Background: an optimization exercise with open tools, aiming at small area, a short achievable clock period and few clock cycles. Do not read the settings as production practice. In this exercise RTL edits were held to simulation tests only and were not proved equivalent to the original. Power figures rest on the tool's default switching activity, not on a simulated workload.

before:
==> flow/design.v <==
module ALUb
	(output wire [7:0] Result,
	 output wire [3:0] NZVC,
	 input  wire [7:0] A, B,
	 input  wire y_b, y_nb, y_one, cin, pen, gen, arith, cinv);
	wire [7:0] Y = (B & {8{y_b}}) | (~B & {8{y_nb}}) | {8{y_one}};
	wire [7:0] p = A ^ Y;
	wire [7:0] g = A & Y;
	wire [8:0] c;
	assign c[0] = cin;
	genvar i;
	generate for (i = 0; i < 8; i = i + 1) begin : chain
		assign c[i+1] = (g[i] & arith) | (p[i] & c[i]);
	end endgenerate
	wire [7:0] lr = (p & {8{pen}}) ^ (g & {8{gen}});
	assign Result = lr ^ c[7:0];
	assign NZVC = {Result[7], 1'b0, c[8] ^ c[7], c[8] ^ cinv};
endmodule
module cpu
	(output wire [7:0] address,
	 output wire [7:0] to_memory,
	 output wire write,
	 input  wire [7:0] from_memory,
	 input  wire clk, reset);
	localparam [3:0] S_OP = 4'd0, S_IMM = 4'd1, S_DLD = 4'd2, S_DST = 4'd3, S_BR = 4'd4,
	                 S_LD1 = 4'd5, S_LD2 = 4'd6, S_WR = 4'd7, S_HALT = 4'd8;
	reg [7:0] A, B, AR, RP;
	reg [3:0] F;           
	reg zpend, zsrc;
	wire z_now = zpend ? ~|(zsrc ? B : A) : F[2];
	reg [3:0] irl;         
	reg [3:0] st;
	reg aluv, fast, cap, pv;
	wire [7:0] d = from_memory;
	assign address = AR;
	assign write = (st == S_WR);
	assign to_memory = irl[0] ? B : A;
	wire ar_io = &AR[7:5];
	wire rp_io = &RP[7:5];
	wire ar_fastok = ~ar_io & (AR[6:0] != 7'h7F) & (AR != 8'hDF);
	wire rp_fastok = ~rp_io & (RP[6:0] != 7'h7F) & (RP != 8'hDF);
	wire same_rg = (AR[7] == RP[7]) & (ar_io == rp_io);
	wire wants = (st == S_OP) | (st == S_IMM) | (st == S_DLD) | (st == S_DST) | (st == S_BR);
	wire avail = fast | cap | ar_io;
	wire consume = wants & avail;
	wire op_alu = d[6];
	wire op_imm = d[7] & ~d[4] & ~d[0];
	wire op_dld = d[7] & ~d[4] & d[0];
	wire op_dst = d[7] & d[4];
	wire op_br  = d[5];
	wire op_valid = ((d[7:4] == 4'h4) & (d[3:0] >= 4'h2) & (d[3:0] <= 4'hD)) |
	                (d == 8'h86) | (d == 8'h88) | (d == 8'h87) | (d == 8'h89) |
	                (d == 8'h96) | (d == 8'h97) |
	                ((d[7:4] == 4'h2) & (d[3:0] <= 4'h8));
	reg bad;
	reg taken;
	always @(*) begin
		case (irl)
			4'h0: taken = 1'b1;
			4'h1: taken = F[3];
			4'h2: taken = ~F[3];
			4'h3: taken = z_now;
			4'h4: taken = ~z_now;
			4'h5: taken = F[1];
			4'h6: taken = ~F[1];
			4'h7: taken = F[0];
			default: taken = ~F[0];
		endcase
	end
	wire [3:0] o = d[3:0];
	wire dsub = (o == 4'h3);
	wire dinc = (o == 4'h6) | (o == 4'h7);
	wire ddec = (o == 4'h8) | (o == 4'h9);
	wire dadd = (o == 4'h2) | (o == 4'hD);
	wire dand = (o == 4'h4);
	wire dor  = (o == 4'h5);
	wire dnot = (o == 4'hB) | (o == 4'hC);
	reg c_yb, c_ynb, c_yone, c_cin, c_pen, c_gen, c_arith, c_cinv, alu_to_b;
	always @(posedge clk) begin
		c_yb    <= dadd | dand | dor | (o == 4'hA);
		c_ynb   <= dsub;
		c_yone  <= ddec | dnot;
		c_cin   <= dsub | dinc;
		c_pen   <= ~dand;
		c_gen   <= dand | dor;
		c_arith <= dadd | dsub | dinc | ddec;
		c_cinv  <= dsub | ddec;
		alu_to_b <= (o == 4'h7) | (o == 4'h9) | (o == 4'hC) | (o == 4'hD);
	end
	wire [7:0] alu_r;
	wire [3:0] alu_f;
	ALUb alu (.Result(alu_r), .NZVC(alu_f), .A(A), .B(B),
	          .y_b(c_yb), .y_nb(c_ynb), .y_one(c_yone), .cin(c_cin), .pen(c_pen),
	          .gen(c_gen), .arith(c_arith), .cinv(c_cinv));
	wire ld_now = (st == S_IMM & consume) | (st == S_LD1 & ar_io) | (st == S_LD2);
	wire ld_b = ~irl[1];
	wire ret = (st == S_WR) | (st == S_LD1 & ar_io) | (st == S_LD2);
	wire clob = (st == S_WR) & same_rg;
	wire pv_eff = pv & ~clob;
	wire hold = (st == S_LD1) & ~ar_io & ~(same_rg & pv);
	wire sel_d = consume & ((st == S_DLD) | (st == S_DST) | ((st == S_BR) & taken));
	wire use_rp = (st == S_LD1) | (st == S_LD2) | (st == S_WR);
	wire step_a = fast | ~avail;
	wire inc = use_rp ? (ret & (pv ? (pv_eff & rp_fastok) : 1'b1)) :
	           (wants & (~step_a | ar_fastok));
	wire [7:0] base = use_rp ? RP : AR;
	wire [7:0] base1 = base + 8'd1;
	wire [7:0] nxt = sel_d ? d : hold ? AR : inc ? base1 : base;
	always @(posedge clk or negedge reset) begin
		if (!reset) begin
			A <= 8'd0; B <= 8'd0; F <= 4'd0; AR <= 8'd0;
			st <= S_OP; aluv <= 1'b0; fast <= 1'b0; cap <= 1'b0; bad <= 1'b0; zpend <= 1'b0;
		end else begin
			zpend <= aluv;
			if (zpend) F[2] <= z_now;
			if (aluv) begin
				{F[3], F[1:0]} <= {alu_f[3], alu_f[1:0]};
				if (alu_to_b) B <= alu_r; else A <= alu_r;
			end
			if (ld_now) begin
				if (ld_b) B <= d; else A <= d;
			end
			aluv <= consume & (st == S_OP) & op_alu;
			AR <= nxt;
			if (ret) begin
				fast <= pv_eff & rp_fastok;
				cap <= pv_eff & ~rp_fastok;
			end else if (wants) begin
				fast <= ~sel_d & step_a & ar_fastok;
				cap <= ~sel_d & step_a & ~ar_fastok;
			end
			bad <= consume & (st == S_OP) & ~op_valid;
			if (bad) st <= S_HALT;
			else case (st)
				S_OP:  if (consume)
					st <= op_alu ? S_OP : op_imm ? S_IMM : op_dld ? S_DLD :
					      op_dst ? S_DST : op_br ? S_BR : S_HALT;
				S_IMM, S_BR: if (consume) st <= S_OP;
				S_DLD: if (consume) st <= S_LD1;
				S_DST: if (consume) st <= S_WR;
				S_LD1: st <= ar_io ? S_OP : S_LD2;
				S_LD2, S_WR: st <= S_OP;
				default: ;
			endcase
		end
	end
	always @(posedge clk) begin
		zsrc <= alu_to_b;
		if (consume && st == S_OP) irl <= d[3:0];
		if (consume && (st == S_DLD || st == S_DST)) begin
			RP <= AR;
			pv <= fast;
		end
	end
endmodule
export LEC_CHECK = 0
export ABC_AREA = 1
export CAP_MARGIN = 20
export CORE_MARGIN = 2
export CORE_UTILIZATION = 40
export SETUP_SLACK_MARGIN = 5.0
export SLEW_MARGIN = 20
create_clock -name core_clock -period 8.0 [get_ports {clk}]
standard.sh (not shown) runs the stock make flow with config.mk's settings and CLKGATE_MAP_FILE= SYNTH_SCRIPT=/design/flow/synth_recipe.tcl, a recipe that flattens the netlist after the stock synthesis.
==> flow/flow/run.sh <==
#!/bin/bash
# The standard layout, with timing repair aiming at a larger setup margin.
set -euo pipefail
sed 's/SETUP_SLACK_MARGIN=[0-9.]*/SETUP_SLACK_MARGIN=5.5/' standard.sh > standard_margin.sh
bash standard_margin.sh > standard.log 2>&1
Testbench counts of before, summed over its fixed seeds: cycles 69,132.
For after, these inputs were changed with respect to before:
--- a/flow/design.v
+++ b/flow/design.v
@@ -32,10 +32,12 @@
 	reg [3:0] st;
 	reg aluv, fast, cap, pv;
 	wire [7:0] d = from_memory;
 	assign address = AR;
-	assign write = (st == S_WR);
-	assign to_memory = irl[0] ? B : A;
+	reg [7:0] W;
+	reg wr;
+	assign write = wr;
+	assign to_memory = W;
 	wire ar_io = &AR[7:5];
 	wire rp_io = &RP[7:5];
 	wire ar_fastok = ~ar_io & (AR[6:0] != 7'h7F) & (AR != 8'hDF);
 	wire rp_fastok = ~rp_io & (RP[6:0] != 7'h7F) & (RP != 8'hDF);
@@ -108,9 +110,9 @@
 	wire [7:0] nxt = sel_d ? d : hold ? AR : inc ? base1 : base;
 	always @(posedge clk or negedge reset) begin
 		if (!reset) begin
 			A <= 8'd0; B <= 8'd0; F <= 4'd0; AR <= 8'd0;
-			st <= S_OP; aluv <= 1'b0; fast <= 1'b0; cap <= 1'b0; bad <= 1'b0; zpend <= 1'b0;
+			st <= S_OP; aluv <= 1'b0; fast <= 1'b0; cap <= 1'b0; bad <= 1'b0; zpend <= 1'b0; wr <= 1'b0;
 		end else begin
 			zpend <= aluv;
 			if (zpend) F[2] <= z_now;
 			if (aluv) begin
@@ -129,8 +131,9 @@
 				fast <= ~sel_d & step_a & ar_fastok;
 				cap <= ~sel_d & step_a & ~ar_fastok;
 			end
 			bad <= consume & (st == S_OP) & ~op_valid;
+			wr <= ~bad & consume & (st == S_DST);
 			if (bad) st <= S_HALT;
 			else case (st)
 				S_OP:  if (consume)
 					st <= op_alu ? S_OP : op_imm ? S_IMM : op_dld ? S_DLD :
@@ -145,8 +148,9 @@
 		end
 	end
 	always @(posedge clk) begin
 		zsrc <= alu_to_b;
+		W <= irl[0] ? B : A;
 		if (consume && st == S_OP) irl <= d[3:0];
 		if (consume && (st == S_DLD || st == S_DST)) begin
 			RP <= AR;
 			pv <= fast;
Findings:
- The number of nets in the layout in after was higher than what before gave.
- Diff before -> after | routed length on met1 | decrease of about 5%
- Final worst-path setup slack for after: 0.40 ns up relative to before
- Area of all placed cells without fillers delta (after − before): unfavourable
- Overall power consumption (after over before): increase, 21 uW
- Measured against after, the die area of before comes out at 0.919 times the reference value.
- Total of fill cells in the finished design: after vs before up 7.5%
- Both conditions hold for after: the flow ran to the end and the final layout passed the timing, DRC and antenna checks.
- In after, the routed wire length on met2 came out about 5% above the value in before.
Testbench counts of after, summed over its fixed seeds: cycles 69,132.

static timing again, ports no longer ideal:
The flow's constraints put no driver on any port. The routed layouts listed below were extracted and timed again, unchanged, in two steps. Step 1, drivers: a clkbuf_16 drives clk and a buf_2 each remaining input, both assumed. Step 2, shift: input delay + t, output delay - t, t = (earliest + latest rising clock arrival at the registers) / 2. This alone moves slack from input paths to output paths. a / b / c = no drivers / after step 1 / after step 2; a / b = the first two.
| run | t (ns) | setup WS [ns] | clock arrival spread, ns | worst register clock-pin slew, ns | pins driven straight from the clock port |
|---|---|---|---|---|---|
| before | 0.374 | 5.078 / 5.044 / 5.239 | 0.020 / 0.020 | 0.09 / 0.09 | 1 |
| after | 0.382 | 5.477 / 5.444 / 5.221 | 0.013 / 0.014 | 0.08 / 0.08 | 1 |
After both steps every run listed still meets setup and hold. For after, which loses most, drivers alone change the setup slack by -0.033 ns; drivers and shift together by -0.256 ns.
